This design comes from an exercise in tuning for small area on the open sky130 flow, not from production work.
Only simulation tests tie the RTL to the original design; equivalence was not proved.
Power is estimated from default activity; no workload was simulated.

--- flow/design.v ---
`timescale 1ns / 1ps
module axis_extremum_finder
(
    input  wire                             aclk,
    input  wire                             aresetn,
    input  wire [4:0]                       log_count,
    input  wire [2:0]                       shift,
    output logic [15:0]                     lower_threshold,
    output logic [15:0]                     upper_threshold,
    input  wire [15:0]                      signal_a
);
    logic                                   measure;
    logic  [15:0]                           tmp_min, tmp_max;
    logic  [31:0]                           count1;      
    wire                                    last;
    wire   [15:0]                           sum, center, d_min, d_max, new_min, new_max;
    wire   [15:0]                           sh_min, sh_max;
    assign last = |(count1 & (32'hFFFFFFFF << log_count));
    vt_add #(.W(16)) u_sum  (.a(tmp_max), .b(tmp_min),  .cin(1'b0), .s(sum));
    assign center = {sum[15], sum[15:1]};
    vt_add #(.W(16)) u_dmax (.a(tmp_max), .b(~center), .cin(1'b1), .s(d_max));
    assign sh_max = $signed(d_max) >>> shift;
    vt_add #(.W(16)) u_nmax (.a(sh_max),  .b(center),  .cin(1'b0), .s(new_max));
    wire   [15:0]                           top;
    wire   [6:0]                            below;
    wire                                    carry, wrap;
    assign top    = ~(16'hFFFF >> shift);
    assign below  = ~(7'h7F << shift);
    assign carry  = sum[0] ? ((d_max[6:0] & below & 7'h7E) == 7'd0) : ((d_max[6:0] & below) == 7'd0);
    assign wrap   = (d_max == 16'h8000) | (sum[0] & (d_max == 16'h8001));
    assign sh_min = ~sh_max | ({16{wrap}} & top);
    vt_add #(.W(16)) u_nmin (.a(sh_min),  .b(center),  .cin(carry), .s(d_min));
    assign new_min = (shift == 3'd0) ? tmp_min : d_min;
    always_ff @(posedge aclk) begin
        if (~aresetn) begin
            lower_threshold <= 16'h7FFF;
            upper_threshold <= 16'h8000;
            measure         <= 1'b0;
        end else begin
            if (measure && last) begin
                lower_threshold <= new_min;
                upper_threshold <= new_max;
            end
            measure         <= ~(measure & last);
        end
    end
    always_ff @(posedge aclk) begin
        if (~measure) begin
            tmp_min         <= 16'h7FFF;
            tmp_max         <= 16'h8000;
            count1          <= 32'd1;
        end else begin
            if ($signed(signal_a) < $signed(tmp_min))
                tmp_min     <= signal_a;
            if ($signed(signal_a) > $signed(tmp_max))
                tmp_max     <= signal_a;
            count1          <= count1 + 32'd1;
        end
    end
endmodule
`timescale 1ns / 1ps
module axis_position_tracker
(
    input  wire                             aclk,
    input  wire                             aresetn,
    input  wire [15:0]                      lower_threshold,
    input  wire [15:0]                      upper_threshold,
    input  wire [4:0]                       log_scale,
    input  wire [15:0]                      signal_a,
    input  wire [15:0]                      signal_b,
    output logic [31:0]                     position
);
    localparam                              idle            = 2'b00,
                                            low             = 2'b01,
                                            high            = 2'b10;
    logic  [1:0]                            state;
    wire   [15:0]                           sum, center;
    wire                                    below, above, forward, step;
    wire   [31:0]                           y, run, flip, from_l;
    vt_add #(.W(16)) u_sum (.a(upper_threshold), .b(lower_threshold), .cin(1'b0), .s(sum));
    assign center  = {sum[15], sum[15:1]};
    assign below   = $signed(signal_a) < $signed(lower_threshold);
    assign above   = $signed(signal_a) > $signed(upper_threshold);
    assign forward = $signed(signal_b) > $signed(center);
    assign step    = (state == high) & below;
    assign from_l  = 32'hFFFFFFFF << log_scale;
    assign y       = (position ^ {32{~forward}}) | ~from_l;
    vt_prefix_and #(.W(32)) u_run (.x(y), .y(run));
    assign flip    = {32{step}} & from_l & run;
    always_ff @(posedge aclk) begin
        if (~aresetn) begin
            position        <= 32'd0;
            state           <= idle;
        end else begin
            position        <= position ^ flip;
            case (state)
                idle:    if (below) state <= low;
                low:     if (above) state <= high;
                high:    if (below) state <= low;
                default: ;
            endcase
        end
    end
endmodule
`timescale 1ns / 1ps
module axis_throttler
(
    input  wire                             aclk,
    input  wire                             aresetn,
    input  wire [4:0]                       log_throttle,
    output logic                            deny,
    output logic                            pass_        
);
    logic [31:0]                            count1;
    wire                                    last;
    assign last = |(count1 & (32'hFFFFFFFF << log_throttle));
    always_ff @(posedge aclk) begin
        count1 <= (aresetn & ~last) ? count1 + 32'd1 : 32'd1;
        deny   <= aresetn & ~last;
        pass_  <= ~aresetn | last;
    end
endmodule
`timescale 1ns / 1ps
module axis_differentiator
(
    input  wire                             aclk,
    input  wire                             aresetn,
    input  wire                             enable,
    input  wire                             load,        
    input  wire                             hold,        
    input  wire [31:0]                      din,
    output wire [31:0]                      dout
);
    logic  [31:0]                           x0, x1, x2, x3, x4, part, result;
    wire   [32:0]                           sum1, sum2;
    wire   [31:0]                           a, b, c, cs_s, cs_c, part_next, result_next;
    vt_add #(.W(33)) u_sum1 (.a({x4[31], x4}), .b(~{x0[31], x0}), .cin(1'b1), .s(sum1));
    vt_add #(.W(33)) u_sum2 (.a({x1[31], x1}), .b(~{x3[31], x3}), .cin(1'b1), .s(sum2));
    assign a      = {{2{sum1[32]}}, sum1[32:3]};
    assign b      = {{3{sum1[32]}}, sum1[32:4]};
    assign c      = ~{{4{sum2[32]}}, sum2[32:5]};
    assign cs_s   = a ^ b ^ c;
    assign cs_c   = (a & b) | (a & c) | (b & c);
    vt_add #(.W(32)) u_part (.a(cs_s), .b({cs_c[30:0], 1'b1}), .cin(1'b0), .s(part_next));
    vt_add #(.W(32)) u_res  (.a(part), .b(sum2[31:0]), .cin(1'b0), .s(result_next));
    assign dout = enable ? result : din;
    always_ff @(posedge aclk) begin
        x0     <= ({32{load}} & din)         | ({32{hold}} & x0);
        x1     <= ({32{load}} & x0)          | ({32{hold}} & x1);
        x2     <= ({32{load}} & x1)          | ({32{hold}} & x2);
        x3     <= ({32{load}} & x2)          | ({32{hold}} & x3);
        x4     <= ({32{load}} & x3)          | ({32{hold}} & x4);
        part   <= ({32{load}} & part_next)   | ({32{hold}} & part);
        result <= ({32{load}} & result_next) | ({32{hold}} & result);
    end
endmodule
`timescale 1ns / 1ps
module vibrometer_tracker
(
    input  wire                             clk,
    input  wire                             aresetn,
    input  wire [4:0]                       log_count_extremum,
    input  wire [2:0]                       shift_extremum,
    input  wire [4:0]                       log_scale,
    input  wire                             filter_enable,
    input  wire [4:0]                       log_throttle,
    input  wire [31:0]                      raw_tdata,
    output wire [15:0]                      lower_threshold,
    output wire [15:0]                      upper_threshold,
    output wire [31:0]                      position_tdata,
    output wire                             filter_tvalid,
    output wire [31:0]                      filter_tdata
);
    wire                                    deny, pass_;
    axis_extremum_finder axis_extremum_finder (
        .aclk               (clk),
        .aresetn            (aresetn),
        .log_count          (log_count_extremum),
        .shift              (shift_extremum),
        .lower_threshold    (lower_threshold),
        .upper_threshold    (upper_threshold),
        .signal_a           (raw_tdata[15:0])
    );
    axis_position_tracker axis_position_tracker (
        .aclk               (clk),
        .aresetn            (aresetn),
        .lower_threshold    (lower_threshold),
        .upper_threshold    (upper_threshold),
        .log_scale          (log_scale),
        .signal_a           (raw_tdata[15:0]),
        .signal_b           (raw_tdata[31:16]),
        .position           (position_tdata)
    );
    axis_throttler axis_throttler (
        .aclk               (clk),
        .aresetn            (aresetn),
        .log_throttle       (log_throttle),
        .deny               (deny),
        .pass_              (pass_)
    );
    assign filter_tvalid = aresetn & ~deny;
    axis_differentiator axis_differentiator (
        .aclk               (clk),
        .aresetn            (aresetn),
        .enable             (filter_enable),
        .load               (aresetn & pass_),
        .hold               (aresetn & deny),
        .din                (position_tdata),
        .dout               (filter_tdata)
    );
endmodule
module vt_add #
(
    parameter integer                       W = 32
)
(
    input  wire [W-1:0]                     a,
    input  wire [W-1:0]                     b,
    input  wire                             cin,
    output wire [W-1:0]                     s
);
    localparam integer                      LG = (W > 32) ? 6 : (W > 16) ? 5 : (W > 8) ? 4 : (W > 4) ? 3 : (W > 2) ? 2 : 1;
    wire   [W-1:0]                          p, g, gin;
    assign p   = a ^ b;
    assign g   = a & b;
    assign gin = {g[W-1:1], g[0] | (p[0] & cin)};
    genvar k, i;
    for (k = 0; k < 2 * LG; k = k + 1) begin : level
        localparam integer D = (k < LG) ? (1 << k) : (1 << (2 * LG - 1 - k));
        wire [W-1:0] gi, pi, go, po;
        if (k == 0) begin : first
            assign gi = gin;
            assign pi = p;
        end else begin : next
            assign gi = level[k-1].go;
            assign pi = level[k-1].po;
        end
        for (i = 0; i < W; i = i + 1) begin : bit_
            if ((k <  LG && i >= 2 * D - 1 && (i - (2 * D - 1)) % (2 * D) == 0) ||
                (k >= LG && i >= 3 * D - 1 && (i - (3 * D - 1)) % (2 * D) == 0)) begin : op
                assign go[i] = gi[i] | (pi[i] & gi[i - D]);
                assign po[i] = pi[i] & pi[i - D];
            end else begin : pass
                assign go[i] = gi[i];
                assign po[i] = pi[i];
            end
        end
    end
    assign s = p ^ {level[2*LG-1].go[W-2:0], cin};
endmodule
module vt_prefix_and #
(
    parameter integer                       W = 32
)
(
    input  wire [W-1:0]                     x,
    output wire [W-1:0]                     y
);
    localparam integer                      LG = (W > 32) ? 6 : (W > 16) ? 5 : (W > 8) ? 4 : (W > 4) ? 3 : (W > 2) ? 2 : 1;
    genvar k, i;
    for (k = 0; k < 2 * LG; k = k + 1) begin : level
        localparam integer D = (k < LG) ? (1 << k) : (1 << (2 * LG - 1 - k));
        wire [W-1:0] qi, qo;
        if (k == 0) begin : first
            assign qi = x;
        end else begin : next
            assign qi = level[k-1].qo;
        end
        for (i = 0; i < W; i = i + 1) begin : bit_
            if ((k <  LG && i >= 2 * D - 1 && (i - (2 * D - 1)) % (2 * D) == 0) ||
                (k >= LG && i >= 3 * D - 1 && (i - (3 * D - 1)) % (2 * D) == 0)) begin : op
                assign qo[i] = qi[i] & qi[i - D];
            end else begin : pass
                assign qo[i] = qi[i];
            end
        end
    end
    assign y = {level[2*LG-1].qo[W-2:0], 1'b1};
endmodule
--- flow/flow/run.sh ---
#!/bin/bash
# Standard layout (the standard.sh: standard synthesis, floorplan, power grid, placement,
# CTS, routing) with two knobs changed:
#  - port buffers use the smallest plain buffer instead of the default pick
#  - clock tree synthesis inserts no dummy loads and uses smaller clock buffers
set -euo pipefail
export BUFFER_PORTS_ARGS="-buffer_cell sky130_fd_sc_hd__buf_1"
export CTS_ARGS="-sink_clustering_enable -repair_clock_nets -dont_use_dummy_load -buf_list {sky130_fd_sc_hd__clkbuf_4 sky130_fd_sc_hd__clkbuf_8}"
bash standard.sh finish > standard_flow.log 2>&1
--- flow/standard.sh ---
#!/bin/bash
# synth_recipe.tcl (not shown) runs the flow's synth.tcl, then flattens the netlist and writes it again
# the make line also repeats each setting of config.mk as NAME=value (left out here)
make -C /OpenROAD-flow-scripts/flow DESIGN_CONFIG=/design/flow/config.mk WORK_HOME=/design/flow/orfs CLKGATE_MAP_FILE= SYNTH_SCRIPT=/design/flow/synth_recipe.tcl "${@:-finish}"
--- flow/config.mk ---
export PLATFORM = sky130hd
export DESIGN_NAME = vibrometer_tracker
export DESIGN_NICKNAME = vibrometer_tracker
export VERILOG_FILES = /design/flow/design.v
export SDC_FILE = /design/flow/constraint.sdc
export NUM_CORES = 4
export LEC_CHECK = 0
export CAP_MARGIN = 20
export CORE_MARGIN = 2
export CORE_UTILIZATION = 40
export SLEW_MARGIN = 20
--- flow/constraint.sdc ---
create_clock -name core_clock -period 8.0 [get_ports {clk}]
set_input_delay 1.6000 -clock core_clock [delete_from_list [all_inputs] [get_ports {clk}]]
set_output_delay 1.6000 -clock core_clock [all_outputs]
set_load 0.01 [all_outputs]
==> results.toml, run 1 <==
[pwr]
combPwrFrac = 0.680
ir_worst_vdd_v = 0.000300
leakage_uw = 0.0124
switching_share = 0.448
powerDensity_mw_per_mm2 = 417
p_sw_uw = 5460
p_int_uw = 6730
p_clk_frac = 0.134
p_seq_frac = 0.186

[timing]
layout_setup_ws_ns = 0.390
fin_crit_ns = 7.61
drv_slew = 0
fin_tns_setup_ns = 0
period_share = 0.951
hold_slack_ns = 0.449
final-hold-violation-count = 0
fmax_mhz = 131
rsz0062_at_grt = "true"
finalSetupViolations = 0
worst_pin_slew_ns = 1.17
skew_ns = 0.0603
slew_headroom = 0.222

[grt]
gr-total-overflow = 0
grt_pass1_wl_um = 111000
grt.total_usage = 0.205
grt_max_degree = 225
antenna_found_initial = 1
grt_pass1_vias = 20200

[placed_design]
io_buffers = 149
post-place-ws_ns = -0.233
place.gp.congestion = 0.909
dp_hpwl_um = 52500

[worst_setup_path]
crit_slowest_cell = "mux4_2"
max_stage_delay_ns = 0.50
worstSetupPathType = "flop to flop"
required_ns = 8.56
end_kind = "flop"
critPathLaunchType = "flop"
arrival_ns = 8.17
worstPathMaxFanout = 4

[cts]
cts_buffers = 76
path_clk_slew_ns = 0.05
insertion_delay_ns = 0.65
clockBufferDepth = 3
htreeDepth = 3
tritoncts = "done"
holdBufCountCts = 0
root_buffer = "clkbuf_8"
clock-sinks = 389

[floorplanning]
num_rows = 94
chipHeight_um = 261
die_area_mm2 = 0.0679
initial_core_util = 0.402
num_io_pins = 150
die_w_um = 261
core_mm2 = 0.0655

[route]
dr.pass1.iters = 5
first_iter_violations = 1147
wl_um = 69900
drt-wirelength-per-cell_um = 17.4
vias = 21200
ant_nets = 0
drc = 0
vias_per_cell = 5.28

[cells_and_area]
multi_input_area_mm2 = 0.0172
fin_util = 0.446
fillers = 6523
regArea_mm2 = 0.00779
layout.nets = 3598
drive_above_1_share = 0.0771
syn_to_final_growth_pct = 11.0

[logic_synthesis]
synthTopCellsByArea = "dfxtp_1 (30%), ha_1 (12%), fa_1 (9.9%)"
synth.most_common_cell = "dfxtp_1"
yosys-top-cells-count = "dfxtp_1 (389), nand2_1 (303), inv_1 (268)"
synth_top_cell_by_area = "dfxtp_1"
yosys_warnings = 4
synth-seq-cells = 389
synthCells = 2988
async_reset_ff_frac = 0
synth_cell_types = 81
avgSynthCellArea_um2 = 8.82
synthFlopType = "dfxtp_1"
seq_area_frac_synth = 0.296
synth_top_area_frac = 0.296
syn_area_mm2 = 0.0263
synth_edf_count = 0
syn-num-nets = 3433

[hold_path]
hold_class = "flop to flop"

[status]
outcome = "finished clean"

[flow_run]
maxCapViolations = 0
[registers in the layout, indices dropped and copies added, names as in the netlist]
signal and flops:
axis_extremum_finder.count1 32, axis_extremum_finder.measure 1, axis_position_tracker.position 32, axis_throttler.pass_ 1
axis_extremum_finder.tmp_min 16, axis_extremum_finder.tmp_max 16, axis_extremum_finder.upper_threshold 16, axis_differentiator.x3 32
axis_extremum_finder.lower_threshold 16, axis_throttler.deny 1, axis_differentiator.result 32, axis_differentiator.x4 32
axis_differentiator.x0 32, axis_throttler.count1 32, axis_position_tracker.state 2, axis_differentiator.x1 32
axis_differentiator.part 32, axis_differentiator.x2 32
[power by group through the flow]
stage / Combinational (uW) / Clock, uW / Sequential, uW
after global routing: 9350 / 1770 / 2290
final: 8290 / 1630 / 2270
after global placement: 7860 / 0 / 2310
after CTS: 8090 / 1690 / 2270
after floorplan: 5820 / 0 / 2250
after detailed placement: 7950 / 0 / 2310
[cells in the final DEF (no fill, tap or decap), types with 9 or more instances in the layout]
cell type  netlist  routed
and3_1          21      21
dfxtp_1        389     386
nor2_1         164     163
nand2b_1        26      26
mux2_2          26      26
o21a_1          22      22
o22ai_1         14      14
nand4_1         35      35
mux2i_1         37      37
a21oi_1        130     128
a21o_1          76      76
or3_1           17      17
a211oi_1        25      25
inv_1          268     268
nor3_1          22      20
buf_4            2      64
and2_1          41      38
nor2b_1         44      43
o21bai_1        12      12
ha_1           262     259
a31oi_1         13      13
o211ai_1        20      20
o21ai_1          8      13
clkbuf_8         0      76
nand2_1        303     302
fa_1           130     124
xnor2_1         93      88
buf_1            7     147
o21ai_0        258     250
xor2_1         100     100
a22o_1         106     106
nand3_1         70      70
a21boi_0        11       9
[per-stage QoR]
stage          std cells  power, uW  instance area, um2
2_1_floorplan       2988       8080               26400
3_3_place_gp        3936      10200               28000
3_5_place_dp        3936      10300               28000
4_1_cts             4014      12100               29100
5_1_grt             4016      13400               29200
6_report            4016      12200               29200
[what timing repair did]
action / in CTS / in global routing
gates resized for setup: 8 / 34
endpoints found under the setup margin: 3 / 8
gates cloned: 0 / 0
buffers inserted: 2 / 1
pin swaps: 2 / 25
[layout make-up]
| cell class | instances | share of cell area |
|---|---|---|
| timing repair buffer | 214 | 0.0363 |
| inverter | 272 | 0.0349 |
| antenna | 1 | 0.0000856 |
| sequential | 389 | 0.266 |
| clock buffer | 76 | 0.0358 |
| tap | 864 | 0.0370 |
| multi-input combinational | 2200 | 0.590 |
[routing by layer]
layer | wire (um) | GRT usage
met1 | 32900 | 0.281
met3 | 3630 | 0.0387
met5 | 0 | 0
met2 | 31800 | 0.327
met4 | 1520 | 0.0638
[logic make-up (layout without fill, tap and decap cells)]
logic type,Yosys count,after routing,share of synthesized area
adders and majority gates,395,395,0.224
AOI/OAI and AO/OA,761,761,0.188
DFF,389,389,0.296
buffers and inverters,399,562,0.0577
other,0,1,0
and+or+nand+nor,783,783,0.141
muxes,67,67,0.0286
xor gates and xnor gates,194,194,0.0648
[critical path, delay by kind of cell (launching register included)]
kind            cells  cell delay (ns)
fa+ha+maj           8             2.57
compound gates     12             2.25
mux                 2             0.80
simple gates        6             0.68
xor+xnor            4             0.67
flops               1             0.32
buf+inv             3             0.25
[path summary, 6_finish.rpt]
kind / from / end / cells past startpoint / slack [ns]
max: axis_extremum_finder.tmp_max[0] / axis_extremum_finder.lower_threshold[15] / 35 / 0.39
min: axis_differentiator.result[4] / axis_differentiator.result[4] / 2 / 0.45
max reg2reg: axis_extremum_finder.tmp_max[0] / axis_extremum_finder.lower_threshold[15] / 35 / 0.39
min reg2reg: axis_differentiator.result[4] / axis_differentiator.result[4] / 2 / 0.45
==> run 2, diff against run 1 <==
==> flow/flow/run.sh (replaced) <==
#!/bin/bash
# Standard layout (the standard.sh) with these changes:
#  - synthesis maps the logic with the area-oriented ABC script flow/abc_map.script
#    (same Yosys script otherwise, so registers, their names and cells are unchanged)
#  - port buffers use the smallest plain buffer instead of the default pick
#  - clock tree synthesis inserts no dummy loads and uses smaller clock buffers
set -euo pipefail
W=$PWD
rm -rf "$W/scripts_abc"
cp -r "$FLOW_HOME/scripts" "$W/scripts_abc"
cp "$W/flow/abc_map.script" "$W/scripts_abc/abc_speed.script"
export BUFFER_PORTS_ARGS="-buffer_cell sky130_fd_sc_hd__buf_1"
export CTS_ARGS="-sink_clustering_enable -repair_clock_nets -dont_use_dummy_load -buf_list {sky130_fd_sc_hd__clkbuf_4 sky130_fd_sc_hd__clkbuf_8}"
bash standard.sh SCRIPTS_DIR="$W/scripts_abc" synth > synth_flow.log 2>&1
bash standard.sh finish > standard_flow.log 2>&1
==> flow/flow/abc_map.script (new file) <==
strash
dch
map -a
mfs2
strash
dch
map -a
topo
stime -c
==> run 2 against run 1 <==
Compared with the run above: final area fell by 5.0%; sequential power hardly changed; critical path depth is 5 higher; via count is 0.91% higher; fmax increased by 1.6%; combinational power shrank 16%; power decreased by 11%; register-to-register slack better by 0.12 ns; synthesized cell count increased by 1.0%; count of clock-buffer cells in the layout grew 1; hold slack worse by 0.027 ns; highest routed layer is now met5.
==> results.toml, run 2 <==
[status]
outcome = "finished clean"

[worst_setup_path]
r2r-start = "axis_extremum_finder.tmp_max[0]"
end_kind = "flop"
ff2ff_setup_slack_ns = 0.51
arrival_ns = 7.96
rr_endpoint = "axis_extremum_finder.upper_threshold[15]"
worstSetupPathType = "flop to flop"
required_ns = 8.47
max_stage_delay_ns = 0.56
worstPathMaxFanout = 3
crit_slowest_cell = "fa_1"
crit_top_cell = "clkinv_1"
critPathLaunchType = "flop"
r2r_cells = 40

[floorplanning]
core_mm2 = 0.0614
chipHeight_um = 252
num_rows = 91
num_io_pins = 150
die_w_um = 252
die_area_mm2 = 0.0637
initial_core_util = 0.402

[cts]
clock-sinks = 389
tritoncts = "done"
insertion_delay_ns = 0.66
holdBufCountCts = 0
path_clk_slew_ns = 0.06
clockBufferDepth = 3
cts_buffers = 77
htreeDepth = 3
root_buffer = "clkbuf_8"

[route]
ant_nets = 0
first_iter_violations = 1216
wl_um = 67700
drc = 0
vias_per_cell = 5.26
dr.pass1.iters = 6
vias = 21400
drt-wirelength-per-cell_um = 16.6

[logic_synthesis]
synth_cell_types = 46
synth-seq-cells = 389
seq_area_frac_synth = 0.316
synth_edf_count = 0
synth_top_family_by_area = "adder cells"
synth_top_area_frac = 0.316
muxShareOfSynthArea = 0.000406
synth.most_common_cell = "clkinv_1"
yosys_warnings = 4
synthFlopType = "dfxtp_1"
yosys.area_share.adder = 0.238
avgSynthCellArea_um2 = 8.17
yosys-top-cells-count = "clkinv_1 (515), dfxtp_1 (389), nand2_1 (305)"
synthTopCellsByArea = "dfxtp_1 (32%), ha_1 (13%), fa_1 (11%)"
yosys.area_share.simple = 0.141
syn-num-nets = 3464
synth_top_cell_by_area = "dfxtp_1"
syn_area_mm2 = 0.0247
async_reset_ff_frac = 0
synth-compound-area-share = 0.191
synth-xor-area-share = 0.0348
synthCells = 3019

[timing]
finalSetupViolations = 0
period_share = 0.936
skew_ns = 0.0688
fin_tns_setup_ns = 0
drv_slew = 0
fmax_mhz = 134
slew_headroom = 0.293
fin_crit_ns = 7.49
final-hold-violation-count = 0
worst_pin_slew_ns = 1.06

[cells_and_area]
layout.nets = 3729
num_antenna_cells = 0
final_common_cell = "clkinv_1"
fillers = 6263
fin_cells = 4072
syn_to_final_growth_pct = 12.6
layout_common_cells = "clkinv_1 (512), dfxtp_1 (388), nand2_1 (302)"
drive_above_1_share = 0.0600

[pwr]
ir_worst_vdd_v = 0.000274
powerDensity_mw_per_mm2 = 390
leakage_uw = 0.0103

[placed_design]
place.gp.congestion = 0.926
io_buffers = 149
dp_hpwl_um = 51300
dpl.cell_count = 3988

[grt]
grt_pass1_wl_um = 109000
busiest_layer = "met2"
antenna_found_initial = 1
met2_usage = 0.342
grt.total_usage = 0.212
gr-total-overflow = 0
grt_pass1_vias = 20300
grt_max_degree = 95
use_met3 = 0.0369
grt_util_met1 = 0.289

[hold_path]
hold_class = "flop to flop"
hold_depth = 2
hold_path_startpoint = "axis_differentiator.x2[23]"
min_to = "axis_differentiator.x3[23]"

[flow_run]
maxCapViolations = 0
-- run 2: cell families after synthesis --
kind of cell               Yosys count
and+or+nand+nor                    800
AOI/OAI and AO/OA                  824
buffers and inverters              515
adders and majority gates          392
muxes                                1
DFF                                389
xor gates and xnor gates            98
-- run 2: through the flow --
stage                     instance area (um2)  power (uW)  utilization  hold slack (ns)  setup slack [ns]
final                                   27800       10800        0.453            0.422             0.510
after CTS                               27500       10600        0.449            0.426            0.0259
after detailed placement                26500        8900        0.431            0.434            0.0593
after floorplan                         24700        7020            -            0.388             0.462
after global routing                    27800       12000        0.453            0.438           -0.0639
after global placement                  26500        8880        0.431            0.428             0.137
-- run 2: power by group --
part	total [uW]	leakage (uW)	internal, uW	switching (uW)
clock	1630	0.000554	842	789
combinational	6970	0.00663	2780	4200
sequential	2240	0.00315	2100	133
-- run 2: area by class of cell --
class / instances / area (um2) / share of cell area
Clock buffer: 77 / 1060 / 0.0381
Inverter: 515 / 1930 / 0.0696
Multi-Input combinational cell: 2115 / 15200 / 0.546
Sequential cell: 389 / 7790 / 0.280
Tap cell: 790 / 988 / 0.0356
Timing Repair Buffer: 186 / 842 / 0.0303
-- run 2: how the worst max path moves through the flow --
stage	end	from	cells after the start
finish	axis_extremum_finder.upper_threshold[15]	axis_extremum_finder.tmp_max[0]	40
CTS	axis_extremum_finder.upper_threshold[15]	axis_extremum_finder.tmp_max[0]	40
detailed placement	axis_differentiator.part[30]	axis_differentiator.x1[0]	43
global placement	axis_differentiator.part[30]	axis_differentiator.x1[0]	43
floorplan	axis_position_tracker.position[31]	axis_extremum_finder.lower_threshold[0]	44
global route	axis_extremum_finder.upper_threshold[15]	axis_extremum_finder.tmp_max[0]	40
-- run 2: critical path: cells and delay by family, from the launching register on --
kind	cells	cell delay, ns
AOI/OAI and AO/OA	18	2.83
xor gates and xnor gates	2	0.35
adders and majority gates	7	2.49
buffers and inverters	7	0.62
DFF	1	0.33
and+or+nand+nor	6	0.73
-- run 2: repair_timing --
| action | CTS | global route |
|---|---|---|
| gates resized for setup | 0 | 62 |
| endpoints found under the setup margin | 0 | 31 |
| setup buffers | 0 | 7 |
-- run 2: routing by layer --
layer	vias to the layer above	part of all wire
met1	9921	0.47
met4	2	0.028
met5	-	0.00019
met2	438	0.45
li1	10900	-
met3	114	0.048
==> run 3, diff against run 2 <==
--- a/flow/design.v
+++ b/flow/design.v
@@ -16,4 +16,9 @@
     wire   [15:0]                           sum, center, d_min, d_max, new_min, new_max;
     wire   [15:0]                           sh_min, sh_max;
+    wire   [31:0]                           inc;
+    wire                                    a_lt_min, a_gt_max;
+    vt_inc #(.W(32)) u_inc (.a(count1), .s(inc));
+    vt_lt  #(.W(16)) u_ltmin (.a(signal_a), .b(tmp_min), .lt(a_lt_min));
+    vt_lt  #(.W(16)) u_gtmax (.a(tmp_max), .b(signal_a), .lt(a_gt_max));
     assign last = |(count1 & (32'hFFFFFFFF << log_count));
     vt_add #(.W(16)) u_sum  (.a(tmp_max), .b(tmp_min),  .cin(1'b0), .s(sum));
@@ -51,9 +56,9 @@
             count1          <= 32'd1;
         end else begin
-            if ($signed(signal_a) < $signed(tmp_min))
+            if (a_lt_min)
                 tmp_min     <= signal_a;
-            if ($signed(signal_a) > $signed(tmp_max))
+            if (a_gt_max)
                 tmp_max     <= signal_a;
-            count1          <= count1 + 32'd1;
+            count1          <= inc;
         end
     end
@@ -114,7 +119,9 @@
     logic [31:0]                            count1;
     wire                                    last;
+    wire  [31:0]                            inc;
+    vt_inc #(.W(32)) u_inc (.a(count1), .s(inc));
     assign last = |(count1 & (32'hFFFFFFFF << log_throttle));
     always_ff @(posedge aclk) begin
-        count1 <= (aresetn & ~last) ? count1 + 32'd1 : 32'd1;
+        count1 <= (aresetn & ~last) ? inc : 32'd1;
         deny   <= aresetn & ~last;
         pass_  <= ~aresetn | last;
@@ -278,2 +285,38 @@
     assign y = {level[2*LG-1].qo[W-2:0], 1'b1};
 endmodule
+module vt_inc #
+(
+    parameter integer                       W = 32
+)
+(
+    input  wire [W-1:0]                     a,
+    output wire [W-1:0]                     s
+);
+    wire   [W-1:0]                          c;
+    assign c[0] = 1'b1;
+    genvar i;
+    for (i = 1; i < W; i = i + 1) begin : carry
+        assign c[i] = c[i-1] & a[i-1];
+    end
+    assign s = a ^ c;
+endmodule
+module vt_lt #
+(
+    parameter integer                       W = 16
+)
+(
+    input  wire [W-1:0]                     a,
+    input  wire [W-1:0]                     b,
+    output wire                             lt
+);
+    wire   [W:0]                            c;       
+    wire   [W-1:0]                          aa, bb;
+    assign aa = {~a[W-1], a[W-2:0]};
+    assign bb = {~b[W-1], b[W-2:0]};
+    assign c[0] = 1'b0;
+    genvar i;
+    for (i = 0; i < W; i = i + 1) begin : borrow
+        assign c[i+1] = (~aa[i] & bb[i]) | (~(aa[i] ^ bb[i]) & c[i]);
+    end
+    assign lt = c[W];
+endmodule
==> flow/flow/run.sh (replaced) <==
#!/bin/bash
# Standard layout (the standard.sh) with these changes:
#  - synthesis maps the logic with the area-oriented ABC script flow/abc_map.script and
#    leaves adders to ABC instead of extracting full/half adder cells (ADDER_MAP_FILE
#    empty); the Yosys script is otherwise the standard one, so the registers, their
#    names and their cells are unchanged
#  - port buffers use the smallest plain buffer instead of the default pick
#  - clock tree synthesis inserts no dummy loads and uses smaller clock buffers
set -euo pipefail
W=$PWD
rm -rf "$W/scripts_abc"
cp -r "$FLOW_HOME/scripts" "$W/scripts_abc"
cp "$W/flow/abc_map.script" "$W/scripts_abc/abc_speed.script"
export BUFFER_PORTS_ARGS="-buffer_cell sky130_fd_sc_hd__buf_1"
export CTS_ARGS="-sink_clustering_enable -repair_clock_nets -dont_use_dummy_load -buf_list {sky130_fd_sc_hd__clkbuf_4 sky130_fd_sc_hd__clkbuf_8}"
bash standard.sh SCRIPTS_DIR="$W/scripts_abc" ADDER_MAP_FILE= synth > synth_flow.log 2>&1
bash standard.sh finish > standard_flow.log 2>&1
==> flow/flow/abc_map.script (replaced) <==
strash
dch
map -a
mfs2 -a
strash
dch
map -a
mfs2 -a
strash
dch
map -a
topo
stime -c
==> run 3 against run 2 <==
Compared with the run above: still clean on timing, DRC and antenna; sequential share of layout area decreased by 2.5 points; critical path type unchanged; synthesized cell count increased by 16%; worst setup slack got worse by 0.20 ns; clock power about the same; count of clock-buffer cells in the layout decreased by 2; hold slack got worse by 0.0015 ns; first-iteration DRC count increased by 8.6%; die area decreased by 8.3%; area after synthesis decreased by 8.4%.
==> results.toml, run 3 <==
[status]
outcome = "finished clean"

[logic_synthesis]
async_reset_ff_frac = 0
yosys.area_share.simple = 0.254
synth_top_family_by_area = "simple AND/OR/NAND/NOR gates"
yosys_warnings = 4
synth-seq-cells = 389
muxShareOfSynthArea = 0
syn-num-nets = 3563
synthTopCellsByArea = "dfxtp_1 (34%), clkinv_1 (10%), nor2_1 (10%)"
synthCells = 3510
yosys.area_share.adder = 0.00266
synth_cell_types = 44
synthFlopType = "dfxtp_1"
synth-compound-area-share = 0.236
yosys-top-cells-count = "clkinv_1 (615), nor2_1 (604), nand2_1 (581)"
synth_top_cell_by_area = "dfxtp_1"
synth-xor-area-share = 0.0612
synth_edf_count = 0
avgSynthCellArea_um2 = 6.44
syn_area_mm2 = 0.0226
synth_top_area_frac = 0.345
seq_area_frac_synth = 0.345
synth.most_common_cell = "clkinv_1"

[cells_and_area]
fillers = 5608
regArea_mm2 = 0.00780
syn_to_final_growth_pct = 35.3
layout_common_cells = "clkinv_1 (554), nand2_1 (521), nor2_1 (513)"
multi_input_area_mm2 = 0.0140
drive_above_1_share = 0.238
layout.nets = 4304
fin_area_mm2 = 0.0306
final_common_cell = "clkinv_1"

[placed_design]
io_buffers = 149
dp_hpwl_um = 52000
post-place-ws_ns = -0.857
place.gp.congestion = 0.920
placed_cell_area_mm2 = 0.0271

[pwr]
ir_worst_vdd_v = 0.000158
total_power_uw = 8350
powerDensity_mw_per_mm2 = 273
switching_share = 0.386
leakage_uw = 0.0123
p_int_uw = 5120
p_seq_frac = 0.259
p_sw_uw = 3220
combPwrFrac = 0.549
p_clk_frac = 0.192

[timing]
drv_slew = 0
fin_crit_ns = 7.69
layout_setup_ws_ns = 0.308
worst_pin_slew_ns = 1.10
fmax_mhz = 130
skew_ns = 0.0467
period_share = 0.961
slew_headroom = 0.264
finalSetupViolations = 0
final-hold-violation-count = 0
rsz0062_at_grt = "true"

[worst_setup_path]
worstSetupPathType = "flop to flop"
end_kind = "flop"
required_ns = 8.48
ff2ff_setup_slack_ns = 0.31
worstPathMaxFanout = 3
r2r_cells = 67
cp_num_cells = 67
critPathLaunchType = "flop"
arrival_ns = 8.17
path_delay_family = "simple AND/OR/NAND/NOR gates"
crit_slowest_cell = "dfxtp_4"
max_stage_delay_ns = 0.36
crit_top_cell = "nor2_4"
worst-path-buf-inv = 8

[route]
dr.pass1.iters = 6
vias_per_cell = 5.05
first_iter_violations = 1321
wl_um = 73400
drc = 0
drt-wirelength-per-cell_um = 14.7
vias = 25300
ant_nets = 0

[floorplanning]
die_area_mm2 = 0.0584
initial_core_util = 0.402
chipHeight_um = 242
die_w_um = 242
num_rows = 87
core_mm2 = 0.0562
num_io_pins = 150

[grt]
antenna_found_initial = 5
grt_pass1_vias = 23000
grt_max_degree = 98
gr-total-overflow = 0
grt_pass1_wl_um = 115000
grt.total_usage = 0.238

[hold_path]
hold_class = "flop to flop"
hold_depth = 1

[cts]
clock-sinks = 389
holdBufCountCts = 0
htreeDepth = 3
tritoncts = "done"
cts_buffers = 75
insertion_delay_ns = 0.64
root_buffer = "clkbuf_8"
clockBufferDepth = 3
path_clk_slew_ns = 0.05

[flow_run]
maxCapViolations = 0
[run 3: cell type report]
cell class                 instances  share of cell area
multi-input combinational       2506               0.457
sequential                       389               0.255
inverter                         615              0.0766
tap                              756              0.0309
antenna                            2            0.000164
timing repair buffer             664               0.146
clock buffer                      75              0.0338
[run 3: metal layers]
metal,track usage,wire length (um)
met3,0.0474,4250
met2,0.392,33700
met5,0,44
met1,0.314,33300
met4,0.0726,2090
[run 3: through the flow]
| stage | std cells | util | TNS (ns) | hold WS (ns) |
|---|---|---|---|---|
| after global placement | 4806 | 0.482 | -4.56 | 0.412 |
| final | 5007 | 0.544 | 0 | 0.421 |
| after floorplan | 3510 | - | 0 | 0.381 |
| after CTS | 4960 | 0.517 | -0.217 | 0.429 |
| after detailed placement | 4806 | 0.482 | -6.63 | 0.415 |
| after global routing | 5006 | 0.544 | -1.28 | 0.444 |
[run 3: timing repair]
item,4_1_cts,5_1_grt
resized for setup,137,367
cloned,0,0
endpoints found under the setup margin,15,44
pin swaps,71,166
setup buffers,80,52
[run 3: cells by family (layout without fill, tap and decap cells)]
family	count (synthesis)	in the layout
and+or+nand+nor	1416	1416
AOI/OAI and AO/OA	926	926
buffers and inverters	615	1354
DFF	389	389
xor gates and xnor gates	158	158
adders and majority gates	6	6
other	0	2
[run 3: final timing paths]
check / end / from
worst max-delay path: axis_differentiator.part[30] / axis_differentiator.x1[1]
worst min-delay path: axis_extremum_finder.count1[0] / axis_extremum_finder.count1[0]
worst max register to register: axis_differentiator.part[30] / axis_differentiator.x1[1]
worst min register to register: axis_extremum_finder.count1[0] / axis_extremum_finder.count1[0]
[run 3: worst reg2reg max path, delay by kind of cell (launching register included)]
| family | cells | cell delay (ns) |
|---|---|---|
| AO/OA/AOI/OAI | 20 | 2.24 |
| buffers and inverters | 8 | 0.59 |
| flip-flops | 1 | 0.36 |
| XOR/XNOR | 3 | 0.54 |
| AND/OR/NAND/NOR | 35 | 3.58 |
| adder cells (fa/ha/maj) | 1 | 0.27 |
[run 3: power by group through the flow]
stage	logic (uW)	clock network, uW	registers, uW
after global routing	5030	1750	2170
after global placement	3410	0	2200
after detailed placement	3430	0	2200
after CTS	3940	1660	2160
after floorplan	1990	0	2180
final	4580	1610	2160
==> run 4, diff against run 3 <==
--- a/flow/flow/run.sh
+++ b/flow/flow/run.sh
@@ -6,5 +6,5 @@
 #    names and their cells are unchanged
 #  - port buffers use the smallest plain buffer instead of the default pick
-#  - clock tree synthesis inserts no dummy loads and uses smaller clock buffers
+#  - clock tree synthesis inserts no dummy loads and clusters up to 16 sinks per buffer
 set -euo pipefail
 W=$PWD
@@ -13,5 +13,5 @@
 cp "$W/flow/abc_map.script" "$W/scripts_abc/abc_speed.script"
 export BUFFER_PORTS_ARGS="-buffer_cell sky130_fd_sc_hd__buf_1"
-export CTS_ARGS="-sink_clustering_enable -repair_clock_nets -dont_use_dummy_load -buf_list {sky130_fd_sc_hd__clkbuf_4 sky130_fd_sc_hd__clkbuf_8}"
+export CTS_ARGS="-sink_clustering_enable -repair_clock_nets -dont_use_dummy_load -sink_clustering_size 16 -sink_clustering_max_diameter 80 -buf_list {sky130_fd_sc_hd__clkbuf_8}"
 bash standard.sh SCRIPTS_DIR="$W/scripts_abc" ADDER_MAP_FILE= synth > synth_flow.log 2>&1
 bash standard.sh finish > standard_flow.log 2>&1
==> run 4 against run 3 <==
Compared with the run above: critical path depth increased by 3; final area decreased by 2.0%; clock skew decreased by 0.011 ns; power decreased by 7.4%; synthesized cell count unchanged; sequential share of layout area increased by 0.51 points; worst setup slack got worse by 0.10 ns; first-iteration DRC count decreased by 0.83%; core utilization decreased by 1.1 points; largest cell class unchanged; largest power group unchanged.
==> results.toml, run 4 <==
[status]
outcome = "finished clean"

[logic_synthesis]
avgSynthCellArea_um2 = 6.44
synthTopCellsByArea = "dfxtp_1 (34%), clkinv_1 (10%), nor2_1 (10%)"
yosys-top-cells-count = "clkinv_1 (615), nor2_1 (604), nand2_1 (581)"
synth_edf_count = 0
yosys_warnings = 4
synth.most_common_cell = "clkinv_1"
async_reset_ff_frac = 0
synthFlopType = "dfxtp_1"
syn_area_mm2 = 0.0226
synth_cell_types = 44
seq_area_frac_synth = 0.345
synth-seq-cells = 389
synth_top_cell_by_area = "dfxtp_1"
synthCells = 3510
synth_top_area_frac = 0.345
syn-num-nets = 3563

[route]
vias = 25000
drt-wirelength-per-cell_um = 14.6
drc = 0
wl_um = 72100
dr.pass1.iters = 5
ant_nets = 0
vias_per_cell = 5.04
first_iter_violations = 1310

[cells_and_area]
fin_area_mm2 = 0.0300
syn_to_final_growth_pct = 32.7
drive_above_1_share = 0.231
fillers = 5673
layout_common_cells = "clkinv_1 (555), nor2_1 (518), nand2_1 (516)"
final_common_cell = "clkinv_1"
layout.nets = 4253

[placed_design]
placed_cell_area_mm2 = 0.0271
place.gp.congestion = 0.920
io_buffers = 149
dp_hpwl_um = 52000

[grt]
grt_pass1_wl_um = 113000
gr-total-overflow = 0
grt_pass1_vias = 22300
busiest_layer = "met2"
met2_usage = 0.387
use_met3 = 0.0325
grt_max_degree = 98
grt_util_met1 = 0.314
antenna_found_initial = 5
grt.total_usage = 0.232

[worst_setup_path]
critPathLaunchType = "flop"
arrival_ns = 8.34
rr_endpoint = "axis_differentiator.part[30]"
max_stage_delay_ns = 0.38
worstPathMaxFanout = 4
end_kind = "flop"
crit_top_cell = "o21ai_2"
ff2ff_setup_slack_ns = 0.21
worstSetupPathType = "flop to flop"
r2r_cells = 70
required_ns = 8.54
r2r-start = "axis_differentiator.x1[1]"
crit_slowest_cell = "dfxtp_2"

[cts]
tritoncts = "done"
holdBufCountCts = 0
insertion_delay_ns = 0.68
cts_buffers = 30
clock-sinks = 389
htreeDepth = 1
path_clk_slew_ns = 0.11
root_buffer = "clkbuf_8"
clockBufferDepth = 3

[timing]
drv_slew = 0
fin_tns_setup_ns = 0
final-hold-violation-count = 0
fin_crit_ns = 7.79
slew_headroom = 0.269
period_share = 0.974
fmax_mhz = 128
finalSetupViolations = 0
worst_pin_slew_ns = 1.10
rsz0062_at_grt = "true"
skew_ns = 0.0356

[hold_path]
hold_path_startpoint = "axis_extremum_finder.count1[0]"
min_to = "axis_extremum_finder.count1[0]"
hold_class = "flop to flop"
hold_depth = 1

[pwr]
ir_worst_vdd_v = 0.000182
leakage_uw = 0.0120
powerDensity_mw_per_mm2 = 258
total_power_uw = 7730

[floorplanning]
initial_core_util = 0.402
die_w_um = 242
core_mm2 = 0.0562
num_io_pins = 150
num_rows = 87
chipHeight_um = 242
die_area_mm2 = 0.0584

[flow_run]
maxCapViolations = 0
-- run 4: worst max path at each step --
stage,from,end,cells past startpoint
floorplan,axis_differentiator.x0[1],axis_differentiator.part[30],69
global placement,axis_differentiator.x0[1],axis_differentiator.part[30],69
detailed placement,axis_differentiator.x0[1],axis_differentiator.part[30],69
CTS,axis_differentiator.x1[1],axis_differentiator.part[30],68
global route,axis_differentiator.x1[1],axis_differentiator.part[30],70
finish,axis_differentiator.x1[1],axis_differentiator.part[30],70
-- run 4: logic make-up after synthesis --
group                    after synthesis  share of synthesized area
buffers and inverters                615                      0.102
XOR/XNOR                             158                     0.0612
adder cells (fa/ha/maj)                6                    0.00266
AND/OR/NAND/NOR                     1416                      0.254
AO/OA/AOI/OAI                        926                      0.236
flip-flops                           389                      0.345
-- run 4: timing repair --
item	CTS	global route
pin swaps	52	167
resized for setup	117	404
hold endpoints to repair	0	0
setup buffers	67	57
setup endpoints to repair	18	42
-- run 4: layout make-up --
class	instances	area (um2)	share of cell area
Antenna cell	2	5.00	0.000167
Timing Repair Buffer	658	4450	0.149
Clock buffer	30	413	0.0138
Inverter	615	2330	0.0778
Multi-Input combinational cell	2506	14000	0.468
Sequential cell	389	7800	0.260
Tap cell	756	946	0.0316
-- run 4: worst max-delay path, delay by kind of cell (launching register included) --
kind | cells | cell delay, ns
buffers and inverters | 10 | 0.74
AO/OA/AOI/OAI | 22 | 2.06
flip-flops | 1 | 0.38
AND/OR/NAND/NOR | 35 | 3.73
XOR/XNOR | 2 | 0.42
adder cells (fa/ha/maj) | 1 | 0.33
-- run 4: routing by layer --
metal  wire length (um)  part of all wire
met5                 46           0.00064
met4               1930             0.027
met2              33300              0.46
met1              33200              0.46
met3               3600             0.050
-- run 4: per-stage QoR --
stage                     setup WS (ns)  cells  hold slack (ns)   util
final                             0.207   4956            0.433  0.534
after global routing             -0.378   4955            0.460  0.534
after CTS                        -0.117   4902            0.441  0.503
after detailed placement         -0.857   4806            0.415  0.482
after global placement           -0.668   4806            0.412  0.482
after floorplan                  0.0341   3510            0.381      -
-- run 4: power by group --
group	total [uW]	switching [uW]	internal [uW]
registers	2160	95.1	2060
logic	4570	2340	2240
clock network	997	664	333
==> run 5, diff against run 4 <==
--- a/flow/flow/run.sh
+++ b/flow/flow/run.sh
@@ -1,5 +1,5 @@
 #!/bin/bash
 # Standard layout (the standard.sh) with these changes:
-#  - synthesis maps the logic with the area-oriented ABC script flow/abc_map.script and
+#  - synthesis maps the logic with the ABC script flow/abc_map.script (area-oriented) and
 #    leaves adders to ABC instead of extracting full/half adder cells (ADDER_MAP_FILE
 #    empty); the Yosys script is otherwise the standard one, so the registers, their
==> flow/flow/abc_map.script (replaced) <==
strash
dc2
dch
map -a
mfs2 -a
strash
dch
map -a
topo
stime -c
buffer -c
upsize -c
dnsize -c
==> run 5 against run 4 <==
Compared with the run above: the layout now fails its checks (negative setup slack); hold slack gained 0.0053 ns; synthesized cell count grew 3.0%; sequential share of layout area grew 1.4 points; final area shrank 5.1%; register-to-register slack lost 0.43 ns; clock skew grew 0.014 ns; via count shrank 3.5%; clock power is essentially flat; die area grew 3.2%; count of clock-buffer cells in the layout grew 1; largest cell class unchanged; largest power group unchanged.
==> results.toml, run 5 <==
[logic_synthesis]
synth-seq-cells = 389
avgSynthCellArea_um2 = 6.46
synth_top_area_frac = 0.334
synth_cell_types = 68
seq_area_frac_synth = 0.334
synthTopCellsByArea = "dfxtp_1 (33%), nand2_1 (9.4%), nor2_1 (9.3%)"
synth.most_common_cell = "nand2_1"
yosys_warnings = 4
async_reset_ff_frac = 0
synth_top_cell_by_area = "dfxtp_1"
syn-num-nets = 3667
synth_edf_count = 0
synthFlopType = "dfxtp_1"
synthCells = 3614
syn_area_mm2 = 0.0233
yosys-top-cells-count = "nand2_1 (587), nor2_1 (579), inv_1 (561)"

[grt]
antenna_found_initial = 2
grt.total_usage = 0.225
grt_max_degree = 79
grt_pass1_vias = 21800
gr-total-overflow = 0
grt_pass1_wl_um = 111000

[worst_setup_path]
r2r-start = "axis_differentiator.x1[1]"
worstSetupEndpoint = "axis_differentiator.part[11]"
max_stage_delay_ns = 0.36
worstSetupPathType = "flop to flop"
critPathLaunchType = "flop"
cp-startpoint = "axis_differentiator.x1[1]"
crit_slowest_cell = "dfxtp_2"
rr_endpoint = "axis_differentiator.part[11]"
r2r_cells = 71
arrival_ns = 8.78
ff2ff_setup_slack_ns = -0.22
crit_top_cell = "buf_4"
worstPathMaxFanout = 3
required_ns = 8.56
end_kind = "flop"

[placed_design]
dp_hpwl_um = 51300
io_buffers = 149
place.gp.congestion = 0.904
placed_cell_area_mm2 = 0.0264
post-place-ws_ns = -0.211

[timing]
worst_pin_slew_ns = 1.02
fmax_mhz = 122
period_share = 1.03
finalSetupViolations = 4
rsz0062_at_grt = "true"
fin_crit_ns = 8.22
skew_ns = 0.0501
layout_setup_ws_ns = -0.221
drv_slew = 0
final-hold-violation-count = 0
slew_headroom = 0.318

[route]
ant_nets = 0
dr.pass1.iters = 5
vias_per_cell = 5.02
first_iter_violations = 1440
drt-wirelength-per-cell_um = 14.7
vias = 24100
drc = 0
wl_um = 70600

[cells_and_area]
multi_input_area_mm2 = 0.0139
layout.nets = 4082
drive_above_1_share = 0.178
syn_to_final_growth_pct = 21.9
layout_common_cells = "nand2_1 (560), inv_1 (553), nor2_1 (518)"
fillers = 5921
fin_area_mm2 = 0.0285
final_common_cell = "nand2_1"
regArea_mm2 = 0.00780
fin_util = 0.493

[cts]
root_buffer = "clkbuf_8"
insertion_delay_ns = 0.67
path_clk_slew_ns = 0.11
tritoncts = "done"
htreeDepth = 1
clockBufferDepth = 3
holdBufCountCts = 0
cts_buffers = 31
clock-sinks = 389

[flow_run]
maxCapViolations = 0

[pwr]
leakage_uw = 0.0124
ir_worst_vdd_v = 0.000121
powerDensity_mw_per_mm2 = 247

[floorplanning]
num_rows = 88
die_area_mm2 = 0.0603
initial_core_util = 0.404
die_w_um = 246
num_io_pins = 150
core_mm2 = 0.0577
chipHeight_um = 246

[hold_path]
hold_class = "flop to flop"

[status]
so_faults = "negative setup slack"
outcome = "finished with violations"
[run 5: cell types whose count changed after synthesis, sizes merged, moves of 17 or more]
cell | before | now
clkbuf | 0 | 100
clkinv | 615 | 7
inv | 0 | 592
nand2 | 581 | 599
o22ai | 208 | 181
xnor2 | 70 | 53
xor2 | 88 | 113
[run 5: logic make-up after synthesis]
logic type | share of synthesized area
and+or+nand+nor | 0.256
AOI/OAI and AO/OA | 0.231
buffers and inverters | 0.114
DFF | 0.334
xor gates and xnor gates | 0.0650
adders and majority gates | 0.000911
[run 5: worst min-delay path by stage]
stage | slack (ns) | start | depth (start not counted) | to
2_1_floorplan | 0.38 | axis_extremum_finder.count1[0] | 1 | axis_extremum_finder.count1[0]
3_3_place_gp | 0.42 | axis_extremum_finder.count1[0] | 1 | axis_extremum_finder.count1[0]
3_5_place_dp | 0.43 | axis_extremum_finder.count1[0] | 1 | axis_extremum_finder.count1[0]
4_1_cts | 0.45 | axis_extremum_finder.count1[0] | 1 | axis_extremum_finder.count1[0]
5_1_grt | 0.47 | axis_extremum_finder.count1[0] | 1 | axis_extremum_finder.count1[0]
6_report | 0.44 | axis_extremum_finder.count1[0] | 1 | axis_extremum_finder.count1[0]
[run 5: area by class of cell]
| type | instances | share of cell area |
|---|---|---|
| sequential | 389 | 0.274 |
| antenna | 4 | 0.000352 |
| timing repair buffer | 490 | 0.110 |
| clock buffer | 31 | 0.0150 |
| tap | 765 | 0.0336 |
| inverter | 599 | 0.0791 |
| multi-input combinational | 2518 | 0.488 |
[run 5: repair_timing]
action,4_1_cts,5_1_grt
endpoints found under the hold margin,0,0
setup endpoints to repair,8,36
setup buffers,40,53
gates resized for setup,39,223
cloned,0,1
pin swaps,12,103
[run 5: stage by stage]
stage / setup TNS, ns / instances / power, uW / hold WS (ns)
after floorplan: 0 / 3614 / 4180 / 0.381
after global placement: -0.172 / 4669 / 5270 / 0.418
after detailed placement: -0.835 / 4669 / 5280 / 0.426
after CTS: -0.0477 / 4740 / 6560 / 0.449
after global routing: -6.48 / 4793 / 7520 / 0.468
final: -0.575 / 4796 / 7020 / 0.438
[run 5: metal layers]
| metal | vias to the layer above | share of wire | GRT usage | wire length [um] |
|---|---|---|---|---|
| met2 | 502 | 0.44 | 0.366 | 31100 |
| met3 | 95 | 0.056 | 0.0285 | 3980 |
| met1 | 10900 | 0.48 | 0.311 | 33600 |
| li1 | 12600 | - | - | - |
| met5 | - | 0.00014 | 0 | 10 |
| met4 | 2 | 0.026 | 0.0640 | 1860 |
[run 5: worst max-delay path, delay by kind of cell (launching register included)]
kind            cells  cell delay (ns)
xor+xnor            2             0.35
compound gates     11             1.31
simple gates       23             2.07
buf+inv            35             4.05
flops               1             0.36
[run 5: power breakdown]
part / switching, uW / leakage [uW] / internal, uW
logic: 2020 / 0.00898 / 1810
registers: 112 / 0.00316 / 2070
clock network: 664 / 0.000223 / 344
==> run 6, diff against run 5 <==
==> flow/flow/abc_map.script (replaced) <==
strash
dc2
dch
map -a
mfs2 -a
strash
dch
map -D 7000
topo
stime -c
buffer -c
upsize -c
dnsize -c
==> run 6 against run 5 <==
Compared with the run above: the layout still fails its checks (negative setup slack); final area fell by 2.5%; register-to-register slack improved by 0.13 ns; die area fell by 0.41%; highest routed layer unchanged; largest cell class unchanged; worst setup slack improved by 0.13 ns; critical endpoint is now axis_differentiator.part[31]; global-route usage fell by 0.41 points; critical path depth fell by 10.
==> results.toml, run 6 <==
[placed_design]
place.gp.congestion = 0.921
post-place-ws_ns = -0.227
io_buffers = 149
dp_hpwl_um = 51100

[cts]
insertion_delay_ns = 0.69
clock-sinks = 389
htreeDepth = 1
path_clk_slew_ns = 0.11
cts_buffers = 30
tritoncts = "done"
root_buffer = "clkbuf_8"
clockBufferDepth = 3
holdBufCountCts = 0

[floorplanning]
chipHeight_um = 245
die_w_um = 245
die_area_mm2 = 0.0600
initial_core_util = 0.404
num_rows = 88
core_mm2 = 0.0576
num_io_pins = 150

[logic_synthesis]
synth_top_family_by_area = "simple AND/OR/NAND/NOR gates"
yosys.area_share.simple = 0.248
synth_cell_types = 70
muxShareOfSynthArea = 0
avgSynthCellArea_um2 = 6.46
synth.most_common_cell = "nand2_1"
yosys_warnings = 4
syn_area_mm2 = 0.0232
synth_edf_count = 0
synth-compound-area-share = 0.237
synth-xor-area-share = 0.0634
yosys-top-cells-count = "nand2_1 (636), inv_1 (594), nor2_1 (560)"
synth_top_cell_by_area = "dfxtp_1"
syn-num-nets = 3648
synth_top_area_frac = 0.335
seq_area_frac_synth = 0.335
yosys.area_share.adder = 0.000915
synth-seq-cells = 389
synthCells = 3595
async_reset_ff_frac = 0
synthTopCellsByArea = "dfxtp_1 (34%), nand2_1 (10%), inv_1 (9.6%)"
synthFlopType = "dfxtp_1"

[pwr]
p_int_uw = 3890
powerDensity_mw_per_mm2 = 236
combPwrFrac = 0.516
ir_worst_vdd_v = 0.000156
p_sw_uw = 2650
leakage_uw = 0.0118
switching_share = 0.405
p_seq_frac = 0.332
p_clk_frac = 0.152

[worst_setup_path]
critPathLaunchType = "flop"
cp-startpoint = "axis_differentiator.x1[1]"
end_kind = "flop"
worstSetupEndpoint = "axis_differentiator.part[31]"
rr_endpoint = "axis_differentiator.part[31]"
arrival_ns = 8.62
crit_slowest_cell = "dfxtp_2"
ff2ff_setup_slack_ns = -0.1
worstPathMaxFanout = 4
r2r-start = "axis_differentiator.x1[1]"
worstSetupPathType = "flop to flop"
crit_top_cell = "nand2_2"
required_ns = 8.52
r2r_cells = 61
max_stage_delay_ns = 0.34

[timing]
finalSetupViolations = 3
worst_pin_slew_ns = 1.11
fin_crit_ns = 8.10
fmax_mhz = 124
layout_setup_ws_ns = -0.0950
hold_slack_ns = 0.430
period_share = 1.01
rsz0062_at_grt = "true"
final-hold-violation-count = 0
slew_headroom = 0.254
drv_slew = 0
skew_ns = 0.0612

[cells_and_area]
regArea_mm2 = 0.00780
fillers = 5992
final_common_cell = "inv_1"
syn_to_final_growth_pct = 19.4
drive_above_1_share = 0.160
multi_input_area_mm2 = 0.0139
layout_common_cells = "inv_1 (586), nand2_1 (585), nor2_1 (505)"
layout.nets = 3974

[grt]
antenna_found_initial = 5
grt.total_usage = 0.221
grt_max_degree = 95
grt_pass1_vias = 20900
grt_pass1_wl_um = 108000
gr-total-overflow = 0

[hold_path]
hold_path_startpoint = "axis_differentiator.x2[1]"
hold_class = "flop to flop"

[route]
drt-wirelength-per-cell_um = 14.9
drc = 0
dr.pass1.iters = 7
vias = 23700
first_iter_violations = 1439
vias_per_cell = 5.07
ant_nets = 0
wl_um = 70000

[status]
so_faults = "negative setup slack"
outcome = "finished with violations"

[flow_run]
maxCapViolations = 0
-- run 6: cells by family after synthesis --
| family | Yosys count |
|---|---|
| adder cells (fa/ha/maj) | 2 |
| AND/OR/NAND/NOR | 1416 |
| XOR/XNOR | 163 |
| flip-flops | 389 |
| AO/OA/AOI/OAI | 912 |
| buffers and inverters | 713 |
-- run 6: power groups by stage --
stage	Clock (uW)	Combinational, uW	Sequential (uW)
6_report	995	3370	2170
3_5_place_dp	0	2820	2210
4_1_cts	1040	2890	2170
2_1_floorplan	0	1990	2190
3_3_place_gp	0	2810	2210
5_1_grt	1100	3730	2190
-- run 6: cell type report --
| type | instances | share of cell area |
|---|---|---|
| antenna | 2 | 0.000180 |
| clock buffer | 30 | 0.0149 |
| inverter | 612 | 0.0830 |
| multi-input combinational | 2493 | 0.499 |
| sequential | 389 | 0.281 |
| tap | 765 | 0.0345 |
| timing repair buffer | 395 | 0.0871 |
-- run 6: what timing repair did --
item,4_1_cts,5_1_grt
buffers inserted,18,65
pin swaps,14,128
gates resized for setup,35,275
setup endpoints to repair,5,32
-- run 6: through the flow --
stage          utilization  total power, uW  area (um2)  TNS (ns)  instances
2_1_floorplan            -             4180       23200         0       3595
3_3_place_gp         0.445             5020       25600    -0.322       4571
3_5_place_dp         0.445             5030       25600    -0.635       4571
4_1_cts              0.457             6090       26300         0       4619
5_1_grt              0.482             7020       27800     -3.37       4686
6_report             0.482             6540       27800    -0.202       4686
-- run 6: worst min-delay path by stage --
stage | to | slack, ns | depth (start not counted)
finish | axis_differentiator.x3[1] | 0.43 | 2
global route | axis_differentiator.x3[1] | 0.46 | 2
CTS | axis_differentiator.x3[5] | 0.43 | 2
detailed placement | axis_extremum_finder.count1[0] | 0.41 | 1
global placement | axis_extremum_finder.count1[0] | 0.40 | 1
floorplan | axis_extremum_finder.count1[0] | 0.38 | 1
-- run 6: critical path: cells and delay by family (launching register included) --
family | cells | cell delay [ns]
flip-flops | 1 | 0.34
buffers and inverters | 2 | 0.18
XOR/XNOR | 2 | 0.42
AO/OA/AOI/OAI | 29 | 3.65
AND/OR/NAND/NOR | 28 | 3.33
-- run 6: layer usage --
metal	share of wire	vias to the layer above	global-route usage
met5	0.0013	-	0.00817
li1	-	12300	-
met3	0.055	87	0.0333
met4	0.023	6	0.0513
met2	0.45	498	0.358
met1	0.47	10800	0.306
==> run 7, diff against run 6 <==
==> flow/flow/abc_map.script (replaced) <==
strash
dc2
dch
map -a
mfs2 -a
strash
dch
map
topo
stime -c
buffer -c
upsize -c
dnsize -c
==> run 7 against run 6 <==
Compared with the run above: now clean on timing, DRC and antenna; core utilization is 5.2 points lower; power is 9.5% lower; area after synthesis is 9.3% higher; first-iteration DRC count is 16% higher; hold slack worse by 0.00069 ns; cell count is 3.4% higher; clock skew is 0.018 ns lower; non-clock buffer count is 229 lower.
==> results.toml, run 7 <==
[cells_and_area]
fin_area_mm2 = 0.0271
layout_common_cells = "nand2_1 (738), inv_1 (623), nor2_1 (473)"
fin_util = 0.430
drive_above_1_share = 0.0670
layout.nets = 4054
final_common_cell = "nand2_1"
syn_to_final_growth_pct = 6.67

[route]
vias = 25300
wl_um = 74900
drt-wirelength-per-cell_um = 15.4
drc = 0
first_iter_violations = 1669
ant_nets = 0
dr.pass1.iters = 7
vias_per_cell = 5.22

[timing]
final-hold-violation-count = 0
fmax_mhz = 146
rsz0062_at_grt = "false"
drv_slew = 0
fin_crit_ns = 6.84
finalSetupViolations = 0
skew_ns = 0.0429
fin_tns_setup_ns = 0
period_share = 0.855
worst_pin_slew_ns = 0.938
slew_headroom = 0.374
hold_slack_ns = 0.429

[status]
outcome = "finished clean"

[worst_setup_path]
crit_slowest_cell = "nor4_2"
end_kind = "flop"
crit_top_cell = "nor2_2"
worstSetupPathType = "flop to flop"
worstPathMaxFanout = 33
required_ns = 8.49
max_stage_delay_ns = 0.44
critPathLaunchType = "flop"
arrival_ns = 7.33

[logic_synthesis]
syn_area_mm2 = 0.0254
synth-seq-cells = 389
synth_edf_count = 0
yosys_warnings = 4
synthTopCellsByArea = "dfxtp_1 (31%), nand2_1 (11%), inv_1 (9.2%)"
yosys-top-cells-count = "nand2_1 (740), inv_1 (623), nor2_1 (475)"
avgSynthCellArea_um2 = 6.51
async_reset_ff_frac = 0
synth_top_cell_by_area = "dfxtp_1"
synth.most_common_cell = "nand2_1"
synth_cell_types = 94
synthFlopType = "dfxtp_1"
seq_area_frac_synth = 0.307
syn-num-nets = 3953
synthCells = 3900
synth_top_area_frac = 0.307

[floorplanning]
die_w_um = 256
num_io_pins = 150
core_mm2 = 0.0630
num_rows = 92
chipHeight_um = 256
initial_core_util = 0.403
die_area_mm2 = 0.0655

[flow_run]
maxCapViolations = 0

[pwr]
leakage_uw = 0.0115
total_power_uw = 5920
powerDensity_mw_per_mm2 = 218
ir_worst_vdd_v = 0.000129

[hold_path]
hold_class = "flop to flop"

[placed_design]
dp_hpwl_um = 58200
io_buffers = 149
placed_cell_area_mm2 = 0.0266
place.gp.congestion = 0.937

[cts]
ctsResizeCount = 0
holdBufCountCts = 0
tritoncts = "done"
clock-sinks = 389
cts_setup_buffers = 0
insertion_delay_ns = 0.63
htreeDepth = 2
clockBufferDepth = 3
cts_buffers = 34
path_clk_slew_ns = 0.11
root_buffer = "clkbuf_8"

[grt]
grt.total_usage = 0.223
gr-total-overflow = 0
grt_pass1_wl_um = 120000
grt_pass1_vias = 23500
grt_max_degree = 86
antenna_found_initial = 7
-- run 7: final cells by class --
| class | count | area (um2) |
|---|---|---|
| Clock buffer | 34 | 468 |
| Multi-Input combinational cell | 2774 | 14700 |
| Tap cell | 846 | 1060 |
| Inverter | 636 | 2400 |
| Antenna cell | 2 | 5.00 |
| Sequential cell | 389 | 7790 |
| Timing Repair Buffer | 166 | 689 |
| Fill cell | 6782 | 35900 |
-- run 7: report_power, final --
group	internal [uW]	switching, uW	total [uW]	leakage, uW
registers	2060	89.6	2150	0.00316
clock network	383	695	1080	0.000244
logic	930	1760	2690	0.00807
total	3380	2540	5920	0.0115
-- run 7: cells by family (layout without fill, tap and decap cells) --
logic type | after synthesis | after routing | share of synthesized area
XOR/XNOR | 81 | 81 | 0.0282
AND/OR/NAND/NOR | 1657 | 1657 | 0.288
other | 0 | 2 | 0
flip-flops | 389 | 389 | 0.307
buffers and inverters | 737 | 836 | 0.116
AO/OA/AOI/OAI | 1036 | 1036 | 0.260
-- run 7: critical path, delay by kind of cell (launching register included) --
family	cells	cell delay, ns
AO/OA/AOI/OAI	17	2.48
AND/OR/NAND/NOR	23	3.26
flip-flops	1	0.38
XOR/XNOR	1	0.20
buffers and inverters	2	0.38
-- run 7: through the flow --
| step | setup WS [ns] | cells |
|---|---|---|
| floorplan | 2.43 | 3900 |
| global placement | 1.24 | 4811 |
| detailed placement | 1.18 | 4811 |
| CTS | 1.15 | 4845 |
| global route | 0.241 | 4847 |
| finish | 1.16 | 4847 |
-- run 7: metal layers --
metal,wire length (um),up-vias,global-route usage
li1,-,13200,-
met4,2020,10,0.0692
met3,4390,122,0.0432
met1,34200,11500,0.286
met5,71,-,0
met2,34200,509,0.377
-- run 7: worst paths after layout --
| kind | start | to | slack (ns) | depth (start not counted) |
|---|---|---|---|---|
| worst max-delay path | axis_extremum_finder.upper_threshold[0] | axis_position_tracker.position[31] | 1.16 | 43 |
| worst min-delay path | axis_extremum_finder.count1[0] | axis_extremum_finder.count1[0] | 0.43 | 1 |
| worst max register to register | axis_extremum_finder.upper_threshold[0] | axis_position_tracker.position[31] | 1.16 | 43 |
| worst min register to register | axis_extremum_finder.count1[0] | axis_extremum_finder.count1[0] | 0.43 | 1 |

-- port drivers added, routing unchanged --
The results above use ideal ports. As a check the final layouts listed here were re-extracted and re-timed, cells and wires unchanged. Step 1, drivers: a clkbuf_16 drives clk and a buf_2 each remaining input, both assumed. Step 2 moves the port delays by t, midway between the first and last clock arrival at a register: inputs arrive t later, outputs are due t later. That takes back most of the time a late clock gives input paths. a / b / c = no drivers / after step 1 / after step 2; a / b = the first two.
run	t, ns	slack for setup (ns)	slew at the worst register clock pin (ns)	worst slew at a driven data input, ns
run 1	0.682	0.390 / 0.390 / 0.390	0.06 / 0.06	0.10
run 2	0.673	0.510 / 0.510 / 0.510	0.06 / 0.06	0.08
run 3	0.675	0.308 / 0.308 / 0.308	0.06 / 0.06	0.08
run 4	0.712	0.207 / 0.207 / 0.207	0.11 / 0.11	0.08
run 5	0.708	-0.221 / -0.221 / -0.221	0.12 / 0.12	0.13
run 6	0.710	-0.095 / -0.095 / -0.095	0.11 / 0.11	0.10
run 7	0.670	1.159 / 1.159 / 1.159	0.11 / 0.11	0.10
